From an optimization exercise on the open Yosys and OpenROAD flow, aimed at small area and a short achievable clock period; shortcuts taken in it are not production practice. RTL that was checked went through simulation tests only; none was proved equivalent to the original. For runs 7 to 9, only the layout was checked, not whether the RTL still works. In every run shown here, the design's own scripts or RTL, not TritonCTS, make the clock network. The flow treats the clock pin as an ideal source. Dropping or thinning the clock tree relies on that and would not hold on a real chip.

**flow/config.mk**
```make
export PLATFORM = sky130hd
export DESIGN_NAME = Conway
export DESIGN_NICKNAME = Conway
export VERILOG_FILES = /design/flow/design.v
export SDC_FILE = /design/flow/constraint.sdc
export NUM_CORES = 4
export LEC_CHECK = 0
export CAP_MARGIN = 20
export CORE_MARGIN = 2
export CORE_UTILIZATION = 65
export SETUP_SLACK_MARGIN = 2.8
export SLEW_MARGIN = 20
export SYNTH_HIERARCHICAL = 1
export SYNTH_MINIMUM_KEEP_SIZE = 0
```
**flow/constraint.sdc**
```tcl
create_clock -name core_clock -period 5.0 [get_ports {clk}]
set_input_delay 1.0000 -clock core_clock [delete_from_list [all_inputs] [get_ports {clk}]]
set_output_delay 1.0000 -clock core_clock [all_outputs]
set_load 0.01 [all_outputs]
```
**flow/design.v**
```verilog
module Conway(
    input clk,
    input load,
    input [255:0] data,
    output reg [255:0] q
);
wire [255:0] p, g, vs, vc, nxt;
genvar i, j;
generate
for (i = 0; i < 16; i = i + 1) begin : row
    for (j = 0; j < 16; j = j + 1) begin : col
        conway_ha hv (.a(q[16*((i+15)%16) + j]), .b(q[16*((i+1)%16) + j]),
                      .s(p[16*i+j]), .co(g[16*i+j]));
        conway_vsum vsum (.p(p[16*i+j]), .g(g[16*i+j]), .x(q[16*i+j]),
                          .s(vs[16*i+j]), .c(vc[16*i+j]));
    end
end
for (i = 0; i < 16; i = i + 1) begin : row2
    for (j = 0; j < 16; j = j + 1) begin : col2
        wire n0, k, e0, e1;
        conway_fa f1 (.a(p[16*i+j]), .b(vs[16*i + (j+15)%16]), .c(vs[16*i + (j+1)%16]), .s(n0), .co(k));
        conway_fa f2 (.a(g[16*i+j]), .b(vc[16*i + (j+15)%16]), .c(vc[16*i + (j+1)%16]), .s(e0), .co(e1));
        conway_glue gl (.n0(n0), .k(k), .e0(e0), .e1(e1), .x(q[16*i+j]), .load(load), .d(data[16*i+j]), .y(nxt[16*i+j]));
    end
end
endgenerate
always @(posedge clk) q <= nxt;
endmodule
module conway_fa(input a, input b, input c, output s, output co);
    assign {co, s} = a + b + c;
endmodule
module conway_ha(input a, input b, output s, output co);
    assign {co, s} = a + b;
endmodule
module conway_vsum(input p, input g, input x, output s, output c);
    conway_xor sx (.a(p), .b(x), .y(s));
    conway_ao  cx (.a(p), .b(x), .c(g), .y(c));
endmodule
module conway_xor(input a, input b, output y);
    assign y = a ^ b;
endmodule
module conway_ao(input a, input b, input c, output y);
    assign y = (a & b) | c;
endmodule
module conway_glue(input n0, input k, input e0, input e1, input x, input load, input d, output y);
    wire life = ~e1 & (e0 ^ k) & (n0 | x);
    assign y = load ? d : life;
endmodule
```
**flow/flow/run.sh**
```bash
#!/bin/bash
# Standard ORFS layout with three changes:
#  - port buffers are plain buf_1 cells instead of the delay-buffer cells
#    buffer_ports picks by default;
#  - before floorplanning, combinational cells are set to drive strength 1
#    (flow/downsize.tcl); timing repair upsizes where needed;
#  - the clock tree is a balanced two-level tree (flow/my_cts.tcl: one root
#    buffer, one leaf buffer per group of about 21 registers) instead of
#    TritonCTS's three levels, for a shorter insertion delay.
set -euo pipefail
here=$(pwd)
export BUFFER_PORTS_ARGS="-buffer_cell sky130_fd_sc_hd__buf_1"
export PRE_FLOORPLAN_TCL="$here/flow/downsize.tcl"
export PRE_CTS_TCL="$here/flow/pre_cts.tcl"
bash standard.sh > standard.log 2>&1
```
**flow/flow/downsize.tcl**
```tcl
# Before floorplanning: give every combinational cell that synthesis mapped at
# a drive strength above 1 its _1 variant, when the library has one. Timing
# repair later upsizes again where a path needs it.
set db [ord::get_db]
set n 0
foreach inst [[ord::get_db_block] getInsts] {
  set master [$inst getMaster]
  set name [$master getName]
  if {[$master isSequential]} { continue }
  if {[regexp {^(sky130_fd_sc_hd__[a-z0-9]+)_([2-9]|1[0-9])$} $name -> base drive]} {
    set small [$db findMaster ${base}_1]
    if {$small ne "NULL" && $small ne ""} {
      $inst swapMaster $small
      incr n
    }
  }
}
puts "downsize: $n cells set to drive strength 1"
```
**flow/flow/my_cts.tcl**
```tcl
# Two-level clock tree: the clock port drives one root buffer at the centre of
# the registers, which drives one leaf buffer per group of registers; the
# registers are split into nx x ny groups of equal size by position.
set nx 2
set ny 6
set leaf_master sky130_fd_sc_hd__clkbuf_16
set root_master sky130_fd_sc_hd__clkbuf_16
set db [ord::get_db]
set block [ord::get_db_block]
set clk_net [$block findNet clk]
set sinks {}
foreach it [$clk_net getITerms] {
  set inst [$it getInst]
  lassign [$inst getLocation] x y
  set m [$inst getMaster]
  lappend sinks [list $it [expr {$x + [$m getWidth]/2}] [expr {$y + [$m getHeight]/2}]]
}
set n [llength $sinks]
puts "my_cts: $n sinks"
# split by x into nx columns, each column by y into ny groups
set byx [lsort -integer -index 1 $sinks]
set groups {}
set per_col [expr {double($n) / $nx}]
for {set c 0} {$c < $nx} {incr c} {
  set col [lrange $byx [expr {int(round($c*$per_col))}] [expr {int(round(($c+1)*$per_col))-1}]]
  set col [lsort -integer -index 2 $col]
  set m [llength $col]
  set per [expr {double($m) / $ny}]
  for {set r 0} {$r < $ny} {incr r} {
    lappend groups [lrange $col [expr {int(round($r*$per))}] [expr {int(round(($r+1)*$per))-1}]]
  }
}
set lm [$db findMaster $leaf_master]
set rm [$db findMaster $root_master]
set root_net [odb::dbNet_create $block clknet_root]
$root_net setSigType CLOCK
set k 0
set sx 0; set sy 0
foreach grp $groups {
  set cx 0; set cy 0
  foreach s $grp { incr cx [lindex $s 1]; incr cy [lindex $s 2] }
  set cx [expr {$cx / [llength $grp]}]
  set cy [expr {$cy / [llength $grp]}]
  set leaf [odb::dbInst_create $block $lm clkbuf_leaf_$k]
  $leaf setLocation [expr {$cx - [$lm getWidth]/2}] [expr {$cy - [$lm getHeight]/2}]
  $leaf setPlacementStatus PLACED
  set net [odb::dbNet_create $block clknet_leaf_$k]
  $net setSigType CLOCK
  foreach s $grp {
    set it [lindex $s 0]
    $it disconnect
    $it connect $net
  }
  [$leaf findITerm X] connect $net
  [$leaf findITerm A] connect $root_net
  incr sx $cx; incr sy $cy
  puts "my_cts: leaf $k at ($cx, $cy) drives [llength $grp] sinks"
  incr k
}
set rx [expr {$sx / $k}]
set ry [expr {$sy / $k}]
set root [odb::dbInst_create $block $rm clkbuf_root]
$root setLocation [expr {$rx - [$rm getWidth]/2}] [expr {$ry - [$rm getHeight]/2}]
$root setPlacementStatus PLACED
[$root findITerm A] connect $clk_net
[$root findITerm X] connect $root_net
puts "my_cts: root at ($rx, $ry) drives $k leaves"
```
**flow/flow/pre_cts.tcl**
```tcl
# Build the two-level clock tree of my_cts.tcl in place of TritonCTS; the rest
# of ORFS's CTS step (legalisation, timing repair) runs as usual.
source [file join [file dirname [info script]] my_cts.tcl]
rename clock_tree_synthesis tritoncts_unused
proc clock_tree_synthesis {args} {
  puts "my_cts: clock tree built by my_cts.tcl, TritonCTS not run"
}
```
**flow/standard.sh**
```bash
#!/bin/bash
# synth_recipe.tcl (not shown) runs the flow's synth.tcl, then flattens the netlist and writes it again
# the make line also repeats each setting of config.mk as NAME=value (left out here)
make -C /OpenROAD-flow-scripts/flow DESIGN_CONFIG=/design/flow/config.mk WORK_HOME=/design/flow/orfs CLKGATE_MAP_FILE= SYNTH_SCRIPT=/design/flow/synth_recipe.tcl "${@:-finish}"
```
==> results of run 1 <==
final timing paths:
kind,from,end,cells after the start
setup reg to reg,q[131],q[148],5
setup / recovery,q[100],q[100],1
hold reg to reg,q[183],q[183],2
hold / removal,q[183],q[183],2
metal layers:
| metal | up-vias | track usage, % | routed length (um) |
|---|---|---|---|
| met1 | 12100 | 54.3 | 37000 |
| met2 | 1222 | 67.0 | 46100 |
| met3 | 262 | 10.1 | 9520 |
| met4 | 22 | 16.6 | 4370 |
| li1 | 10200 | - | - |
| met5 | - | 0 | 138 |
layout by cell type (no fill, tap or decap):
cell type	instances
xnor2_1	256
buf_1	507
xor2_1	256
ha_1	256
fa_1	512
o41ai_2	16
clkbuf_2	5
buf_16	8
dfxtp_4	12
o41ai_1	240
nand2_1	256
dfxtp_1	2
a21o_1	256
dfxtp_2	242
nor2_1	256
clkbuf_16	14
diode_2	20
bufbuf_16	1
metrics by stage:
stage                     worst slack, ns
after floorplan                      3.06
after global placement               2.34
after detailed placement             2.27
after CTS                            2.73
after global routing                 2.73
final                                2.81
worst reg2reg max path, stage by stage, from the launching register on:
cell and delay [ns]:
dfxtp_2 0.39, ha_1 0.37, a21o_1 0.24, fa_1 0.50
xnor2_1 0.19, o41ai_2 0.38
what timing repair did:
item,CTS,global route
hold buffers,0,0
gates resized for setup,35,262
setup endpoints to repair,229,448
cloned,6,0
cell type report:
| type | instances | area [um^2] |
|---|---|---|
| sequential | 256 | 5470 |
| buffer | 13 | 325 |
| multi-input combinational | 2304 | 24100 |
| timing repair buffer | 522 | 2210 |
| fill | 3212 | 11300 |
| antenna | 20 | 50.0 |
| tap | 592 | 741 |
==> impl_metrics.json, run 1 <==
{
  "fmax_mhz": 457,
  "dpl.cell_count": 3668,
  "clk_latency_ns": 0.46,
  "grt_max_degree": 79,
  "place_area_um2": 31900,
  "vias_per_cell": 6.42,
  "final_util_pct": 74.5,
  "fin_area_um2": 32900,
  "worstPathCellList": "buf_1",
  "grt_pass1_vias": 25200,
  "cpPeakStageDelay_ns": 0.44,
  "worst_ep_required_time_ns": 4.00,
  "wl_per_cell_um": 26.2,
  "core_area_um2": 44200,
  "synthesis.nets": 3586,
  "drv_slew": 0,
  "tightest_slew_ns": 0.527,
  "top_regs": "q x256",
  "layout_min_cycle_time_ns": 2.19,
  "die_width_um": 216,
  "dr.pass1.iters": 5,
  "finalCritPeriodShare_pct": 43.8,
  "clkTransAtPathRegs_ns": 0.10,
  "status": "complete, no violations",
  "path_class": "flop to primary output",
  "setup_viol": 0,
  "start_util_pct": 65.9,
  "routed_wl_um": 97100,
  "port_buffers": 513,
  "cpLargestDelayFamily": "flip-flops",
  "critPathSlowestCell": "dfxtp_2",
  "relSlewSlack_pct": 64.8,
  "fin_cells": 3707,
  "dieArea_um2": 46600,
  "syn_inst": 2560,
  "layout.nets": 4123,
  "hpwl_um": 79200,
  "vias": 23800,
  "globalplace.congestion": 1.03,
  "clock_skew_ns": 0.0147,
  "endpoint_kind": "primary output",
  "rsz0062_at_grt": "yes",
  "grt_pass1_wl_um": 148000,
  "drt_first_iter_violations": 1932,
  "antenna_found_initial": 30,
  "hold_viol_final": 0,
  "fin_hold_ws_ns": 0.578,
  "drc": 0,
  "hold_class": "flop to flop",
  "critical_path_buf_inv_count": 1,
  "crit_fanout": 6,
  "ant_nets": 0,
  "drive_above_1_share_pct": 9.63,
  "overflow": 0,
  "yosys_warnings": 7,
  "ioPinCount": 514,
  "setup-tns-final_ns": 0,
  "start_kind": "flop",
  "crit_arrival_ns": 1.19,
  "post-cts-setup-buffers": 0,
  "maxCapViolCount": 0,
  "regMostFlops": "q",
  "grt_use_total_pct": 41.6,
  "rows": 77,
  "regToRegSetupSlack_ns": 2.81,
  "largest_reg_flops": 256,
  "die-height_um": 216
}
==> run 2: changes to the inputs <==
--- a/flow/flow/my_cts.tcl
+++ b/flow/flow/my_cts.tcl
@@ -3,4 +3,4 @@
 # registers are split into nx x ny groups of equal size by position.
-set nx 2
-set ny 6
+set nx 3
+set ny 4
 set leaf_master sky130_fd_sc_hd__clkbuf_16
--- a/flow/config.mk
+++ b/flow/config.mk
@@ -9,3 +9,3 @@
 export CORE_MARGIN = 2
-export CORE_UTILIZATION = 65
+export CORE_UTILIZATION = 60
 export SETUP_SLACK_MARGIN = 2.8
==> impl_metrics.json, run 2 <==
{
  "start_util_pct": 60.9,
  "die_width_um": 224,
  "timing.rr.end": "q[58]",
  "r2r_cells": 5,
  "layout_min_cycle_time_ns": 2.26,
  "regToRegSetupSlack_ns": 2.78,
  "cpPeakStageDelay_ns": 0.57,
  "port_buffers": 513,
  "min_path_cells": 2,
  "worst_ep_required_time_ns": 4.00,
  "fmax_mhz": 442,
  "relSlewSlack_pct": 62.7,
  "ioPinCount": 514,
  "critPathSlowestCell": "dfxtp_1",
  "final_util_pct": 68.7,
  "finalCritPeriodShare_pct": 45.2,
  "drt_first_iter_violations": 1602,
  "drive_above_1_share_pct": 9.90,
  "final_cell_mix": "fa_1 (512), buf_1 (491)",
  "cpLargestDelayFamily": "flip-flops",
  "tightest_slew_ns": 0.560,
  "largest_reg_flops": 256,
  "hold_class": "flop to flop",
  "top_regs": "q x256",
  "ant_nets": 0,
  "clkTransAtPathRegs_ns": 0.10,
  "syn_inst": 2560,
  "start_kind": "flop",
  "layout.nets": 4120,
  "vias": 23300,
  "synthesis.nets": 3586,
  "min_from": "q[66]",
  "regMostFlops": "q",
  "worstPathCellList": "buf_1",
  "fin_cells": 3720,
  "drv_slew": 0,
  "grt_pass1_vias": 24500,
  "endpoint_kind": "primary output",
  "final_common_cell": "fa_1",
  "hold_viol_final": 0,
  "grt_pass1_wl_um": 147000,
  "dr.pass1.iters": 5,
  "dpl.cell_count": 3691,
  "wl_per_cell_um": 26.0,
  "rsz0062_at_grt": "yes",
  "crit_fanout": 6,
  "grt_use_total_pct": 38.5,
  "clock_skew_ns": 0.0120,
  "core_area_um2": 47800,
  "hpwl_um": 80300,
  "dp_worst_setup_slack_ns": 2.37,
  "rr_startpoint": "q[73]",
  "dieArea_um2": 50400,
  "critical_path_buf_inv_count": 1,
  "hold_end": "q[66]",
  "post-cts-setup-buffers": 0,
  "yosys_warnings": 7,
  "grt_max_degree": 117,
  "crit_arrival_ns": 1.26,
  "postCtsHoldBufs": 0,
  "layout_setup_ws_ns": 2.74,
  "path_class": "flop to primary output",
  "antenna_found_initial": 20,
  "overflow": 0,
  "drc": 0,
  "globalplace.congestion": 1.01,
  "maxCapViolCount": 0,
  "setup_viol": 0,
  "die-height_um": 224,
  "setup-tns-final_ns": 0,
  "routed_wl_um": 96800,
  "clk_latency_ns": 0.50,
  "rows": 80,
  "status": "complete, no violations",
  "vias_per_cell": 6.27
}
-- run 2: layer usage --
layer	up-vias	part of all wire [%]	global-route usage, %
met5	-	0.14	0
met4	20	4.6	15.5
met3	217	8.2	8.10
met2	959	47	62.1
met1	11900	40	51.1
li1	10200	-	-
-- run 2: stage by stage --
stage               hold WS, ns  instance area, um^2
finish                    0.572                32900
global route              0.599                32900
CTS                       0.576                32400
detailed placement        0.608                31900
global placement          0.593                31900
floorplan                 0.589                29100
-- run 2: final cells by class --
class / count / area (um^2)
multi-input combinational: 2304 / 24100
fill: 3847 / 15000
sequential: 256 / 5520
timing repair buffer: 519 / 2140
tap: 615 / 769
buffer: 13 / 325
antenna: 13 / 32.5
-- run 2: worst max path at each step --
stage               cells after the start  slack, ns  start      to
detailed placement                      4       2.37   load  q[182]
global placement                        3       2.42   load  q[186]
floorplan                               5       3.06  q[31]    q[0]
CTS                                     3       2.78   load  q[207]
global route                            5       2.71  q[73]   q[56]
finish                                  1       2.74  q[73]   q[73]
-- run 2: timing repair --
item                       CTS  global route
resized for setup           62           262
cloned                       3             0
setup endpoints to repair  244           452
==> run 3: changes to the inputs <==
--- a/flow/config.mk
+++ b/flow/config.mk
@@ -9,3 +9,3 @@
 export CORE_MARGIN = 2
-export CORE_UTILIZATION = 60
+export CORE_UTILIZATION = 70
 export SETUP_SLACK_MARGIN = 2.8
==> impl_metrics.json, run 3 <==
{
  "vias_per_cell": 6.61,
  "regMostFlops": "q",
  "n_fill_cell": 2521,
  "tightest_slew_ns": 0.559,
  "yosys_warnings": 7,
  "grt_use_total_pct": 43.6,
  "ioPinCount": 514,
  "grt_pass1_vias": 25300,
  "dr.pass1.iters": 5,
  "wl_per_cell_um": 26.3,
  "rr_startpoint": "q[195]",
  "hold_class": "flop to flop",
  "setup_viol": 0,
  "die-height_um": 208,
  "grt_max_degree": 115,
  "start_kind": "flop",
  "dieArea_um2": 43300,
  "ant_nets": 0,
  "synthesis.nets": 3586,
  "cp-startpoint": "q[195]",
  "clkTransAtPathRegs_ns": 0.10,
  "rsz0062_at_grt": "yes",
  "multi_input_area_um2": 24200,
  "hold_viol_final": 0,
  "hpwl_um": 78600,
  "postCtsHoldBufs": 0,
  "finalCritPeriodShare_pct": 44.2,
  "place_area_um2": 31800,
  "path_class": "flop to flop",
  "antenna_found_initial": 22,
  "syn_inst": 2560,
  "vias": 24000,
  "port_buffers": 513,
  "top_regs": "q x256",
  "overflow": 0,
  "final_common_cell": "fa_1",
  "start_util_pct": 71.2,
  "routed_wl_um": 95600,
  "fmax_mhz": 453,
  "final_cell_mix": "fa_1 (512), buf_1 (501)",
  "crit_fanout": 6,
  "dp_worst_setup_slack_ns": 2.23,
  "core_area_um2": 40900,
  "layout_min_cycle_time_ns": 2.21,
  "min_from": "q[127]",
  "clk_latency_ns": 0.49,
  "grt_pass1_wl_um": 146000,
  "clock_skew_ns": 0.00924,
  "relSlewSlack_pct": 62.6,
  "worst_ep_required_time_ns": 5.36,
  "layout.nets": 4119,
  "final-seq-area_um2": 5490,
  "drv_slew": 0,
  "drc": 0,
  "globalplace.congestion": 1.01,
  "endpoint_kind": "flop",
  "die_width_um": 208,
  "status": "complete, no violations",
  "fin_area_um2": 32800,
  "drive_above_1_share_pct": 10.1,
  "largest_reg_flops": 256,
  "maxCapViolCount": 0,
  "layout_setup_ws_ns": 2.79,
  "regToRegSetupSlack_ns": 2.79,
  "drt_first_iter_violations": 2313,
  "rows": 74,
  "crit_arrival_ns": 2.57,
  "setup-tns-final_ns": 0
}
## run 3: changes by cell type in the layout (fill, tap and decap cells not counted), moves of 10 or more
| cell | change |
|---|---|
| o41ai_1 | -15 |
| o41ai_2 | +15 |
| clkbuf_2 | -10 |
| dfxtp_2 | +16 |
| dfxtp_4 | -14 |
| buf_1 | +10 |
## run 3: path summary, 6_finish.rpt
check | to | depth (start not counted)
setup / recovery | q[212] | 5
hold / removal | q[127] | 2
setup reg to reg | q[212] | 5
hold reg to reg | q[127] | 2
## run 3: final cells by class
cell class / instances / area share [%]
tap: 532 / 2.03
buffer: 13 / 0.991
sequential: 256 / 16.7
multi-input combinational: 2304 / 73.8
timing repair buffer: 518 / 6.35
antenna: 16 / 0.122
## run 3: critical path: stages (launching register included)
cell and delay, ns:
dfxtp_4 0.41, ha_1 0.38, a21o_1 0.27, fa_1 0.51, xnor2_1 0.15, o41ai_1 0.37
## run 3: timing repair
action                                  4_1_cts  5_1_grt
buffers inserted                              0        0
cloned                                        1        0
pin swaps                                     0        1
endpoints found under the setup margin      240      426
gates resized for setup                      59      256
## run 3: stage by stage
stage / hold WS (ns) / utilization [%] / cells
6_report: 0.575 / 80.2 / 3639
5_1_grt: 0.591 / 80.2 / 3636
4_1_cts: 0.561 / 78.9 / 3623
3_5_place_dp: 0.599 / 77.8 / 3609
3_3_place_gp: 0.590 / 77.8 / 3609
2_1_floorplan: 0.589 / - / 2560
## run 3: per-layer routing
metal	track usage (%)	routed length, um	vias to the layer above
li1	-	-	10200
met3	9.93	9920	315
met2	70.2	44500	1413
met4	20.1	5580	12
met5	0	78	-
met1	56.4	35500	12100
==> run 4: changes to the inputs <==
--- a/flow/config.mk
+++ b/flow/config.mk
@@ -9,3 +9,4 @@
 export CORE_MARGIN = 2
-export CORE_UTILIZATION = 70
+export CORE_UTILIZATION = 65
+export GPL_ROUTABILITY_DRIVEN = 0
 export SETUP_SLACK_MARGIN = 2.8
==> impl_metrics.json, run 4 <==
{
  "r2r_cells": 5,
  "fmax_mhz": 451,
  "setup-tns-final_ns": 0,
  "clock_skew_ns": 0.0104,
  "antenna_found_initial": 25,
  "rsz0062_at_grt": "yes",
  "crit_fanout": 6,
  "status": "complete, no violations",
  "min_path_cells": 2,
  "overflow": 0,
  "ioPinCount": 514,
  "maxCapViolCount": 0,
  "regToRegSetupSlack_ns": 2.78,
  "critPathSlowestCell": "fa_1",
  "top_regs": "q x256",
  "start_kind": "flop",
  "rows": 77,
  "clk_latency_ns": 0.50,
  "dpl.cell_count": 3669,
  "grt_max_degree": 100,
  "worst_ep_required_time_ns": 5.35,
  "drv_slew": 0,
  "rr_startpoint": "q[215]",
  "start_util_pct": 65.9,
  "finalCritPeriodShare_pct": 44.3,
  "postCtsHoldBufs": 0,
  "hold_viol_final": 0,
  "hpwl_um": 77500,
  "worstPathCellList": "ha_1, a21o_1, fa_1, xnor2_1, o41ai_1",
  "dieArea_um2": 46600,
  "path_class": "flop to flop",
  "vias_per_cell": 6.32,
  "final_cell_mix": "fa_1 (512), buf_1 (481)",
  "drt_first_iter_violations": 1860,
  "fin_cells": 3701,
  "setup_viol": 0,
  "min_from": "q[3]",
  "hold_class": "flop to flop",
  "cpPeakStageDelay_ns": 0.49,
  "tightest_slew_ns": 0.555,
  "dp_worst_setup_slack_ns": 2.45,
  "yosys_warnings": 7,
  "port_buffers": 513,
  "layout.nets": 4120,
  "grt_pass1_vias": 24700,
  "drive_above_1_share_pct": 10.2,
  "dr.pass1.iters": 5,
  "synthesis.nets": 3586,
  "syn_inst": 2560,
  "layout_min_cycle_time_ns": 2.22,
  "routed_wl_um": 93500,
  "regMostFlops": "q",
  "vias": 23400,
  "clkTransAtPathRegs_ns": 0.11,
  "ant_nets": 0,
  "die-height_um": 216,
  "layout_setup_ws_ns": 2.78,
  "cp-startpoint": "q[215]",
  "grt_use_total_pct": 40.2,
  "final_common_cell": "fa_1",
  "drc": 0,
  "core_area_um2": 44200,
  "grt_pass1_wl_um": 144000,
  "wl_per_cell_um": 25.3,
  "endpoint_kind": "flop",
  "crit_arrival_ns": 2.57,
  "largest_reg_flops": 256,
  "relSlewSlack_pct": 63.0,
  "die_width_um": 216
}
==> run 4: final cells by class <==
class | instances | area (um^2)
Timing Repair Buffer | 519 | 2130
Fill cell | 3291 | 11400
Buffer | 13 | 325
Tap cell | 592 | 741
Multi-Input combinational cell | 2304 | 24100
Antenna cell | 17 | 42.5
Sequential cell | 256 | 5470
==> run 4: final timing paths <==
path,endpoint
worst min register to register,q[3]
worst min-delay path,q[3]
worst max register to register,q[200]
worst max-delay path,q[200]
==> run 4: metal layers <==
metal | track usage (%) | part of all wire [%] | routed length (um) | vias to the layer above
met1 | 54.0 | 39 | 36600 | 11800
met3 | 8.30 | 9.1 | 8460 | 244
met4 | 16.5 | 5.0 | 4650 | 16
met2 | 63.9 | 47 | 43600 | 1102
li1 | - | - | - | 10200
met5 | 0 | 0.10 | 93 | -
==> run 4: repair_timing <==
action / CTS / global route
endpoints found under the setup margin: 238 / 475
cloned: 2 / 0
setup buffers: 0 / 0
gates resized for setup: 19 / 288
==> run 4: through the flow <==
stage | cell area [um^2] | hold WS (ns) | util, %
after floorplan | 29100 | 0.589 | -
after global placement | 31900 | 0.587 | 72.1
after detailed placement | 31900 | 0.609 | 72.1
after CTS | 32300 | 0.584 | 73.1
after global routing | 32800 | 0.592 | 74.1
final | 32800 | 0.575 | 74.1
==> run 4: worst max-delay path: cells and delay by family (launching register included) <==
family,cells,cell delay (ns)
flip-flops,1,0.41
adder cells (fa/ha/maj),2,0.84
AO/OA/AOI/OAI,2,0.68
XOR/XNOR,1,0.15
==> run 5: changes to the inputs <==
--- a/flow/config.mk
+++ b/flow/config.mk
@@ -10,3 +10,2 @@
 export CORE_UTILIZATION = 65
-export GPL_ROUTABILITY_DRIVEN = 0
 export SETUP_SLACK_MARGIN = 2.8
==> impl_metrics.json, run 5 <==
{
  "layout_min_cycle_time_ns": 2.21,
  "wl_per_cell_um": 25.9,
  "start_util_pct": 65.9,
  "top_regs": "q x256",
  "drc": 0,
  "syn_inst": 2560,
  "dieArea_um2": 46600,
  "ioPinCount": 514,
  "endpoint_kind": "primary output",
  "vias_per_cell": 6.39,
  "status": "complete, no violations",
  "die_width_um": 216,
  "tightest_slew_ns": 0.512,
  "core_area_um2": 44200,
  "rows": 77,
  "overflow": 0,
  "port_buffers": 513,
  "synthesis.nets": 3586,
  "drive_above_1_share_pct": 9.90,
  "hpwl_um": 79200,
  "fmax_mhz": 452,
  "clk_latency_ns": 0.50,
  "grt_use_total_pct": 41.0,
  "ant_nets": 0,
  "maxCapViolCount": 0,
  "path_class": "flop to primary output",
  "yosys_warnings": 7,
  "layout.nets": 4120,
  "worst_ep_required_time_ns": 4.00,
  "clkTransAtPathRegs_ns": 0.11,
  "antenna_found_initial": 29,
  "start_kind": "flop",
  "critical_path_buf_inv_count": 1,
  "worstPathCellList": "buf_1",
  "hold_class": "flop to flop",
  "drv_slew": 0,
  "critPathSlowestCell": "dfxtp_2",
  "dr.pass1.iters": 5,
  "grt_pass1_wl_um": 146000,
  "grt_pass1_vias": 25100,
  "cpPeakStageDelay_ns": 0.46,
  "clock_skew_ns": 0.0104,
  "rsz0062_at_grt": "yes",
  "setup_viol": 0,
  "setup-tns-final_ns": 0,
  "crit_fanout": 6,
  "finalCritPeriodShare_pct": 44.2,
  "vias": 23700,
  "globalplace.congestion": 1.03,
  "grt_max_degree": 77,
  "die-height_um": 216,
  "routed_wl_um": 95800,
  "hold_viol_final": 0,
  "final_common_cell": "fa_1",
  "drt_first_iter_violations": 1992,
  "regMostFlops": "q",
  "relSlewSlack_pct": 65.7,
  "final_cell_mix": "fa_1 (512), buf_1 (496)",
  "cpLargestDelayFamily": "flip-flops",
  "crit_arrival_ns": 1.21,
  "largest_reg_flops": 256
}
[run 5: area by class of cell]
cell class	count	area, um^2
Multi-Input combinational cell	2304	24100
Fill cell	3237	11400
Sequential cell	256	5470
Timing Repair Buffer	519	2130
Tap cell	592	741
Buffer	13	325
Antenna cell	20	50.0
[run 5: path summary, 6_finish.rpt]
check / from / cells after the start / end / slack (ns)
setup / recovery: q[26] / 1 / q[26] / 2.79
hold / removal: q[132] / 2 / q[132] / 0.58
setup reg to reg: q[32] / 5 / q[31] / 2.84
hold reg to reg: q[132] / 2 / q[132] / 0.58
[run 5: timing repair]
action                     4_1_cts  5_1_grt
cloned                           3        0
setup buffers                    0        0
setup endpoints to repair      227      463
pin swaps                        0        0
hold buffers                     0        0
resized for setup               35      269
[run 5: metrics by stage]
stage	cells	setup slack (ns)	hold slack, ns	util (%)	area [um^2]
5_1_grt	3700	2.73	0.606	74.3	32800
3_3_place_gp	3668	2.34	0.590	72.1	31900
6_report	3704	2.79	0.579	74.3	32900
3_5_place_dp	3668	2.27	0.602	72.1	31900
4_1_cts	3684	2.78	0.578	73.2	32400
2_1_floorplan	2560	3.06	0.589	-	29100
[run 5: routing by layer]
layer  up-vias  GRT usage, %  part of all wire (%)
li1      10200             -                     -
met1     12000          54.1                    38
met2      1195          65.4                    47
met3       277          9.15                   9.4
met4        20          17.7                   5.3
met5         -             0                  0.13
==> run 6: changes to the inputs <==
--- a/flow/config.mk
+++ b/flow/config.mk
@@ -10,2 +10,3 @@
 export CORE_UTILIZATION = 65
+export GPL_TIMING_DRIVEN = 0
 export SETUP_SLACK_MARGIN = 2.8
==> impl_metrics.json, run 6 <==
{
  "setup-tns-final_ns": 0,
  "endpoint_kind": "primary output",
  "grt_max_degree": 46,
  "finalCritPeriodShare_pct": 44.8,
  "rows": 77,
  "regToRegSetupSlack_ns": 2.80,
  "relSlewSlack_pct": 64.9,
  "grt_pass1_wl_um": 146000,
  "critical_path_buf_inv_count": 1,
  "cpLargestDelayFamily": "flip-flops",
  "antenna_found_initial": 24,
  "status": "complete, no violations",
  "clock_skew_ns": 0.0123,
  "syn_inst": 2560,
  "fmax_mhz": 447,
  "drt_first_iter_violations": 2068,
  "postCtsHoldBufs": 0,
  "worst_ep_required_time_ns": 4.00,
  "grt_use_total_pct": 40.9,
  "die-height_um": 216,
  "routed_wl_um": 94900,
  "regMostFlops": "q",
  "layout_min_cycle_time_ns": 2.24,
  "hold_viol_final": 0,
  "drive_above_1_share_pct": 11.1,
  "rsz0062_at_grt": "yes",
  "dp_worst_setup_slack_ns": 2.29,
  "layout.nets": 4135,
  "drv_slew": 0,
  "crit_arrival_ns": 1.24,
  "start_util_pct": 65.9,
  "setup_viol": 0,
  "cpPeakStageDelay_ns": 0.55,
  "vias_per_cell": 6.33,
  "ant_nets": 0,
  "drc": 0,
  "layout_setup_ws_ns": 2.76,
  "start_kind": "flop",
  "vias": 23500,
  "final_common_cell": "fa_1",
  "dr.pass1.iters": 5,
  "top_regs": "q x256",
  "critPathSlowestCell": "dfxtp_1",
  "die_width_um": 216,
  "grt_pass1_vias": 25000,
  "yosys_warnings": 7,
  "hpwl_um": 80200,
  "tightest_slew_ns": 0.524,
  "wl_per_cell_um": 25.5,
  "largest_reg_flops": 256,
  "fin_area_um2": 33300,
  "port_buffers": 513,
  "ioPinCount": 514,
  "fin_cells": 3714,
  "path_class": "flop to primary output",
  "dpl.cell_count": 3678,
  "maxCapViolCount": 0,
  "crit_fanout": 6,
  "overflow": 0,
  "final_cell_mix": "fa_1 (512), buf_1 (495)",
  "dieArea_um2": 46600,
  "globalplace.congestion": 1.01,
  "core_area_um2": 44200,
  "hold_class": "flop to flop",
  "clk_latency_ns": 0.50,
  "place_area_um2": 32100,
  "worstPathCellList": "buf_1",
  "synthesis.nets": 3586,
  "clkTransAtPathRegs_ns": 0.10
}
-- run 6: through the flow --
| stage | utilization [%] | hold WS (ns) |
|---|---|---|
| 6_report | 75.4 | 0.576 |
| 5_1_grt | 75.3 | 0.590 |
| 3_3_place_gp | 71.9 | 0.585 |
| 2_1_floorplan | - | 0.589 |
| 4_1_cts | 74.4 | 0.582 |
| 3_5_place_dp | 72.6 | 0.602 |
-- run 6: cell type report --
class | count | area [um^2]
diodes | 15 | 37.5
repair buffers | 534 | 2430
plain buffers | 13 | 325
multi-input cells | 2304 | 24300
well taps | 592 | 741
fillers | 3089 | 10900
flip-flops and latches | 256 | 5470
-- run 6: final timing paths --
kind                              from     end  cells past startpoint
worst max-delay path            q[172]  q[172]                      1
worst min-delay path              q[5]    q[5]                      2
worst max register to register   q[80]   q[79]                      5
worst min register to register    q[5]    q[5]                      2
-- run 6: routing by layer --
metal	vias to the layer above	GRT usage (%)	wire [um]	part of all wire [%]
met2	1108	66.8	45000	47
met3	220	8.64	8680	9.1
met5	-	0	111	0.12
li1	10200	-	-	-
met1	11900	54.2	36900	39
met4	18	14.7	4110	4.3
-- run 6: timing repair --
item / CTS / global route
endpoints found under the setup margin: 192 / 459
resized for setup: 70 / 263
cloned: 4 / 0
setup buffers: 4 / 0
==> run 7: changes to the inputs <==
--- a/flow/design.v
+++ b/flow/design.v
@@ -13,4 +13,5 @@
                       .s(p[16*i+j]), .co(g[16*i+j]));
-        conway_vsum vsum (.p(p[16*i+j]), .g(g[16*i+j]), .x(q[16*i+j]),
-                          .s(vs[16*i+j]), .c(vc[16*i+j]));
+        conway_xor sx (.a(p[16*i+j]), .b(q[16*i+j]), .y(vs[16*i+j]));
+        conway_maj cx (.a(q[16*((i+15)%16) + j]), .b(q[16*i + j]), .c(q[16*((i+1)%16) + j]),
+                       .y(vc[16*i+j]));
     end
@@ -34,6 +35,2 @@
 endmodule
-module conway_vsum(input p, input g, input x, output s, output c);
-    conway_xor sx (.a(p), .b(x), .y(s));
-    conway_ao  cx (.a(p), .b(x), .c(g), .y(c));
-endmodule
 module conway_xor(input a, input b, output y);
@@ -41,4 +38,4 @@
 endmodule
-module conway_ao(input a, input b, input c, output y);
-    assign y = (a & b) | c;
+module conway_maj(input a, input b, input c, output y);
+    assign y = (a & b) | (a & c) | (b & c);
 endmodule
--- a/flow/flow/my_cts.tcl
+++ b/flow/flow/my_cts.tcl
@@ -3,4 +3,4 @@
 # registers are split into nx x ny groups of equal size by position.
-set nx 3
-set ny 4
+set nx 2
+set ny 6
 set leaf_master sky130_fd_sc_hd__clkbuf_16
--- a/flow/config.mk
+++ b/flow/config.mk
@@ -10,3 +10,2 @@
 export CORE_UTILIZATION = 65
-export GPL_TIMING_DRIVEN = 0
 export SETUP_SLACK_MARGIN = 2.8
==> impl_metrics.json, run 7 <==
{
  "rsz0062_at_grt": "yes",
  "finalCritPeriodShare_pct": 44.1,
  "hpwl_um": 78500,
  "synthesis.nets": 3586,
  "worstPathCellList": "buf_1",
  "wl_per_cell_um": 25.7,
  "vias_per_cell": 6.35,
  "clk_latency_ns": 0.47,
  "fin_cells": 3708,
  "grt_use_total_pct": 40.4,
  "setup-tns-final_ns": 0,
  "layout_min_cycle_time_ns": 2.20,
  "n_fill_cell": 3330,
  "overflow": 0,
  "dp_worst_setup_slack_ns": 2.28,
  "worst_ep_required_time_ns": 4.00,
  "status": "complete, no violations",
  "start_kind": "flop",
  "cpLargestDelayFamily": "flip-flops",
  "port_buffers": 513,
  "drt_first_iter_violations": 1690,
  "final_cell_mix": "fa_1 (512), buf_1 (480)",
  "grt_pass1_wl_um": 147000,
  "endpoint_kind": "primary output",
  "critPathSlowestCell": "dfxtp_2",
  "clkTransAtPathRegs_ns": 0.11,
  "hold_class": "flop to flop",
  "cpPeakStageDelay_ns": 0.46,
  "top_regs": "q x256",
  "syn_inst": 2560,
  "min_from": "q[135]",
  "vias": 23600,
  "dieArea_um2": 47600,
  "layout_setup_ws_ns": 2.80,
  "hold_viol_final": 0,
  "antenna_found_initial": 19,
  "ioPinCount": 514,
  "start_util_pct": 65.8,
  "layout.nets": 4122,
  "crit_fanout": 8,
  "cp-startpoint": "q[168]",
  "routed_wl_um": 95100,
  "largest_reg_flops": 256,
  "maxCapViolCount": 0,
  "drive_above_1_share_pct": 10.0,
  "tightest_slew_ns": 0.541,
  "relSlewSlack_pct": 63.8,
  "path_class": "flop to primary output",
  "final_common_cell": "fa_1",
  "fmax_mhz": 454,
  "dr.pass1.iters": 5,
  "fin_hold_ws_ns": 0.596,
  "die-height_um": 218,
  "clock_skew_ns": 0.0164,
  "grt_pass1_vias": 25400,
  "crit_arrival_ns": 1.20,
  "rows": 78,
  "globalplace.congestion": 0.973,
  "ant_nets": 0,
  "drv_slew": 0,
  "critical_path_buf_inv_count": 1,
  "core_area_um2": 45300,
  "drc": 0,
  "post-cts-setup-buffers": 0,
  "r2r_cells": 5,
  "setup_viol": 0,
  "min_path_cells": 2,
  "critical_path_depth": 1,
  "yosys_warnings": 7,
  "grt_max_degree": 92,
  "regMostFlops": "q",
  "die_width_um": 218,
  "dpl.cell_count": 3679,
  "rr_startpoint": "q[25]"
}
==> run 7: repair_timing <==
| action | 4_1_cts | 5_1_grt |
|---|---|---|
| cloned | 2 | 0 |
| gates resized for setup | 14 | 297 |
| endpoints found under the setup margin | 232 | 474 |
| hold buffers | 0 | 0 |
==> run 7: metal layers <==
| layer | GRT usage [%] | vias up | share of wire, % |
|---|---|---|---|
| li1 | - | 10200 | - |
| met1 | 52.9 | 12000 | 39 |
| met2 | 65.6 | 1141 | 47 |
| met3 | 7.77 | 261 | 8.8 |
| met4 | 17.8 | 10 | 5.2 |
| met5 | 0 | - | 0.073 |
==> run 7: final cells by class <==
cell class | instances | area (um^2) | area share [%]
flip-flops and latches | 256 | 5490 | 16.4
diodes | 14 | 35.0 | 0.105
repair buffers | 521 | 2140 | 6.41
well taps | 600 | 751 | 2.25
multi-input cells | 2304 | 24700 | 73.8
plain buffers | 13 | 325 | 0.974
==> run 7: through the flow <==
stage,utilization [%],instance area (um^2)
after floorplan,-,29800
after global placement,71.9,32600
after detailed placement,71.9,32600
after CTS,72.8,33000
after global routing,73.8,33400
final,73.8,33400
==> run 7: worst paths after layout <==
kind                            slack [ns]     end
worst max-delay path                  2.80  q[168]
worst min-delay path                  0.60  q[135]
worst max register to register        2.89   q[10]
worst min register to register        0.60  q[135]
==> run 8: changes to the inputs <==
--- a/flow/flow/run.sh
+++ b/flow/flow/run.sh
@@ -1,3 +1,3 @@
 #!/bin/bash
-# Standard ORFS layout with three changes:
+# Standard ORFS layout with four changes:
 #  - port buffers are plain buf_1 cells instead of the delay-buffer cells
@@ -8,3 +8,4 @@
 #    buffer, one leaf buffer per group of about 21 registers) instead of
-#    TritonCTS's three levels, for a shorter insertion delay.
+#    TritonCTS's three levels, for a shorter insertion delay;
+#  - the output port buffers are buf_2 (flow/outbuf.tcl, before resizing).
 set -euo pipefail
@@ -14,2 +15,3 @@
 export PRE_CTS_TCL="$here/flow/pre_cts.tcl"
+export PRE_RESIZE_TCL="$here/flow/outbuf.tcl"
 bash standard.sh > standard.log 2>&1
--- a/flow/flow/my_cts.tcl
+++ b/flow/flow/my_cts.tcl
@@ -3,4 +3,4 @@
 # registers are split into nx x ny groups of equal size by position.
-set nx 2
-set ny 6
+set nx 3
+set ny 4
 set leaf_master sky130_fd_sc_hd__clkbuf_16
==> flow/flow/outbuf.tcl (new file) <==
# After global placement: the buffer on each output port drives the wire to
# the die edge; give it drive strength 2 instead of buffer_ports' buf_1.
set db [ord::get_db]
set b2 [$db findMaster sky130_fd_sc_hd__buf_2]
set n 0
foreach bt [[ord::get_db_block] getBTerms] {
  if {[$bt getIoType] ne "OUTPUT"} { continue }
  set net [$bt getNet]
  foreach it [$net getITerms] {
    if {[$it isOutputSignal]} {
      set inst [$it getInst]
      if {[[$inst getMaster] getName] eq "sky130_fd_sc_hd__buf_1"} {
        $inst swapMaster $b2
        incr n
      }
    }
  }
}
puts "outbuf: $n output port buffers set to buf_2"
==> impl_metrics.json, run 8 <==
{
  "critical_path_buf_inv_count": 1,
  "clk_latency_ns": 0.49,
  "die_width_um": 218,
  "hold_class": "flop to flop",
  "rows": 78,
  "crit_fanout": 8,
  "hold_viol_final": 0,
  "clkTransAtPathRegs_ns": 0.11,
  "worst_ep_required_time_ns": 4.00,
  "dr.pass1.iters": 5,
  "port_buffers": 513,
  "cpPeakStageDelay_ns": 0.53,
  "ant_nets": 0,
  "grt_max_degree": 92,
  "maxCapViolCount": 0,
  "yosys_warnings": 7,
  "layout.nets": 4122,
  "overflow": 0,
  "worstPathCellList": "buf_2",
  "final-seq-area_um2": 5480,
  "largest_reg_flops": 256,
  "hpwl_um": 78600,
  "status": "complete, no violations",
  "grt_pass1_vias": 25300,
  "multi_input_area_um2": 24700,
  "final_util_pct": 74.4,
  "regToRegSetupSlack_ns": 2.82,
  "drt_first_iter_violations": 1740,
  "crit_arrival_ns": 1.22,
  "min_path_cells": 2,
  "start_util_pct": 65.8,
  "endpoint_kind": "primary output",
  "top_regs": "q x256",
  "globalplace.congestion": 0.973,
  "syn_inst": 2560,
  "drive_above_1_share_pct": 17.3,
  "critPathSlowestCell": "dfxtp_2",
  "fin_area_um2": 33700,
  "tightest_slew_ns": 0.530,
  "routed_wl_um": 95900,
  "finalCritPeriodShare_pct": 44.5,
  "wl_per_cell_um": 25.8,
  "vias": 23600,
  "final_common_cell": "fa_1",
  "drv_slew": 0,
  "fmax_mhz": 450,
  "relSlewSlack_pct": 64.6,
  "setup-tns-final_ns": 0,
  "grt_pass1_wl_um": 146000,
  "n_fill_cell": 3307,
  "fin_hold_ws_ns": 0.594,
  "core_area_um2": 45300,
  "vias_per_cell": 6.36,
  "start_kind": "flop",
  "post-cts-setup-buffers": 0,
  "dieArea_um2": 47600,
  "layout_min_cycle_time_ns": 2.22,
  "cp-startpoint": "q[55]",
  "ioPinCount": 514,
  "postCtsHoldBufs": 0,
  "drc": 0,
  "critical_path_depth": 1,
  "rsz0062_at_grt": "yes",
  "clock_skew_ns": 0.0199,
  "antenna_found_initial": 24,
  "regMostFlops": "q",
  "path_class": "flop to primary output",
  "synthesis.nets": 3586,
  "min_from": "q[168]",
  "setup_viol": 0,
  "r2r_cells": 5,
  "place_area_um2": 32900,
  "cpLargestDelayFamily": "flip-flops",
  "die-height_um": 218,
  "rr_startpoint": "q[96]",
  "grt_use_total_pct": 40.4
}
-- run 8: area by class of cell --
class | count | share of cell area (%)
Buffer | 13 | 0.966
Antenna cell | 18 | 0.134
Timing Repair Buffer | 521 | 7.18
Sequential cell | 256 | 16.3
Tap cell | 600 | 2.23
Multi-Input combinational cell | 2304 | 73.2
-- run 8: per-stage QoR --
stage	worst slack (ns)	std cells
4_1_cts	2.79	3694
3_5_place_dp	2.28	3679
6_report	2.78	3712
3_3_place_gp	2.34	3679
2_1_floorplan	3.11	2560
5_1_grt	2.78	3710
-- run 8: tightest hold or removal path, cell delays in order, from the launching register on --
cell     delay [ns]
dfxtp_2        0.39
nor2_1         0.12
o41ai_1        0.06
-- run 8: timing repair --
action	4_1_cts	5_1_grt
resized for setup	12	263
cloned	2	0
endpoints found under the setup margin	231	462
-- run 8: final timing paths --
| kind | end |
|---|---|
| setup / recovery | q[55] |
| hold / removal | q[168] |
| setup reg to reg | q[113] |
| hold reg to reg | q[168] |
-- run 8: routing by layer --
| metal | vias up | track usage (%) | wire [um] |
|---|---|---|---|
| met3 | 255 | 7.68 | 8370 |
| met2 | 1168 | 66.5 | 45900 |
| met5 | - | 0 | 106 |
| met4 | 16 | 18.2 | 4840 |
| li1 | 10200 | - | - |
| met1 | 12000 | 52.1 | 36700 |
==> run 9: changes to the inputs <==
--- a/flow/config.mk
+++ b/flow/config.mk
@@ -10,3 +10,3 @@
 export CORE_UTILIZATION = 65
-export SETUP_SLACK_MARGIN = 2.8
+export SETUP_SLACK_MARGIN = 2.9
 export SLEW_MARGIN = 20
==> impl_metrics.json, run 9 <==
{
  "rsz0062_at_grt": "yes",
  "setup_viol": 0,
  "rows": 78,
  "clock_skew_ns": 0.0216,
  "vias_per_cell": 6.43,
  "cpLargestDelayFamily": "adder cells",
  "final_common_cell": "fa_1",
  "multi_input_area_um2": 24800,
  "postCtsHoldBufs": 0,
  "grt_pass1_vias": 25700,
  "crit_arrival_ns": 2.48,
  "vias": 24600,
  "core_area_um2": 45300,
  "crit_fanout": 6,
  "largest_reg_flops": 256,
  "min_from": "q[230]",
  "setup-tns-final_ns": 0,
  "grt_use_total_pct": 41.5,
  "clk_latency_ns": 0.49,
  "grt-busiest-layer": "met2",
  "maxCapViolCount": 0,
  "timing.rr.end": "q[89]",
  "min_path_cells": 2,
  "grt_pass1_wl_um": 150000,
  "syn_inst": 2560,
  "hold_viol_final": 0,
  "relSlewSlack_pct": 66.5,
  "globalplace.congestion": 0.973,
  "start_kind": "flop",
  "synthesis.nets": 3586,
  "hpwl_um": 78600,
  "ant_nets": 0,
  "regToRegSetupSlack_ns": 2.87,
  "r2r_cells": 6,
  "critical_path_buf_inv_count": 1,
  "n_fill_cell": 2960,
  "routed_wl_um": 101000,
  "top_regs": "q x256",
  "ioPinCount": 514,
  "rr_startpoint": "q[72]",
  "regMostFlops": "q",
  "cpPeakStageDelay_ns": 0.43,
  "use_met1_pct": 52.9,
  "dieArea_um2": 47600,
  "dr.pass1.iters": 5,
  "wl_per_cell_um": 26.3,
  "fin_hold_ws_ns": 0.577,
  "layout.nets": 4237,
  "grt.met3_usage_pct": 8.47,
  "endpoint_kind": "flop",
  "status": "complete, no violations",
  "grt_max_degree": 68,
  "hold_end": "q[230]",
  "final_util_pct": 79.1,
  "layout_min_cycle_time_ns": 2.13,
  "die-height_um": 218,
  "final-seq-area_um2": 6090,
  "overflow": 0,
  "die_width_um": 218,
  "critPathSlowestCell": "fa_1",
  "drt_first_iter_violations": 1749,
  "start_util_pct": 65.8,
  "tightest_slew_ns": 0.501,
  "fmax_mhz": 469,
  "worst_ep_required_time_ns": 5.35,
  "yosys_warnings": 7,
  "drive_above_1_share_pct": 20.7,
  "clkTransAtPathRegs_ns": 0.11,
  "drc": 0,
  "hold_class": "flop to flop",
  "finalCritPeriodShare_pct": 42.6,
  "antenna_found_initial": 23,
  "port_buffers": 513,
  "grtUsageMet2_pct": 67.9,
  "worstPathCellList": "buf_4, ha_1, xor2_1, fa_1, xnor2_1, o41ai_1",
  "drv_slew": 0,
  "path_class": "flop to flop"
}
==> run 9: layer usage <==
| layer | vias to the layer above | part of all wire (%) |
|---|---|---|
| li1 | 10500 | - |
| met4 | 18 | 5.7 |
| met5 | - | 0.11 |
| met2 | 1285 | 48 |
| met1 | 12500 | 37 |
| met3 | 320 | 9.4 |
==> run 9: through the flow <==
step / instance area [um^2] / std cells / worst slack (ns)
final: 35800 / 3826 / 2.87
after global routing: 35800 / 3823 / 2.82
after CTS: 33700 / 3699 / 2.87
after detailed placement: 32900 / 3679 / 2.28
after global placement: 32600 / 3679 / 2.34
after floorplan: 29800 / 2560 / 3.11
==> run 9: how the worst max path moves through the flow <==
stage	startpoint	end	slack [ns]	depth (start not counted)
floorplan	q[31]	q[0]	3.11	5
global placement	load	q[178]	2.34	3
detailed placement	load	q[158]	2.28	4
CTS	q[29]	q[14]	2.87	5
global route	q[37]	q[22]	2.82	5
finish	q[72]	q[89]	2.87	6
==> run 9: cell type report <==
type / instances / share of cell area [%]
multi-input cells: 2304 / 69.2
flip-flops and latches: 256 / 17.0
repair buffers: 636 / 10.7
well taps: 600 / 2.10
plain buffers: 13 / 0.909
diodes: 17 / 0.119
==> run 9: tightest hold or removal path, cell delays in order, from the launching register on <==
cell     delay, ns
dfxtp_4       0.38
nor2_1        0.10
o41ai_1       0.06
==> run 9: timing repair <==
action / CTS / global route
pin swaps: 0 / 0
gates resized for setup: 176 / 446
endpoints found under the hold margin: 0 / 0
setup buffers: 0 / 110
setup endpoints to repair: 256 / 472
gates cloned: 7 / 0

-- port drivers added, routing unchanged --
Ports are ideal in the flow. The routed layouts listed here were re-timed in OpenROAD. Step 1: set_driving_cell puts a clkbuf_16 on clk and a buf_2 on each other input, an assumption about the parent block. Step 2 also shifts input and output timing later by t, the mid clock arrival at the registers, as if the neighbouring blocks saw the same clock. a / b / c = no drivers / after step 1 / after step 2; a / b = the first two.
run	shift t [ns]	setup WS [ns]	worst setup path after step 2
run 1	0.520	2.810 / 2.748 / 2.705	input to register
run 2	0.551	2.738 / 2.678 / 2.681	input to register
run 3	0.542	2.791 / 2.738 / 2.604	input to register
run 4	0.554	2.783 / 2.743 / 2.609	input to register
run 5	0.550	2.788 / 2.728 / 2.716	input to register
run 6	0.556	2.761 / 2.698 / 2.643	input to register
run 7	0.522	2.797 / 2.736 / 2.680	input to register
run 8	0.544	2.775 / 2.715 / 2.656	input to register
run 9	0.542	2.870 / 2.838 / 2.667	input to register
After both steps setup and hold are still met in every run listed. For run 9, which loses most, drivers alone change the setup slack by -0.032 ns; drivers and shift together by -0.203 ns.
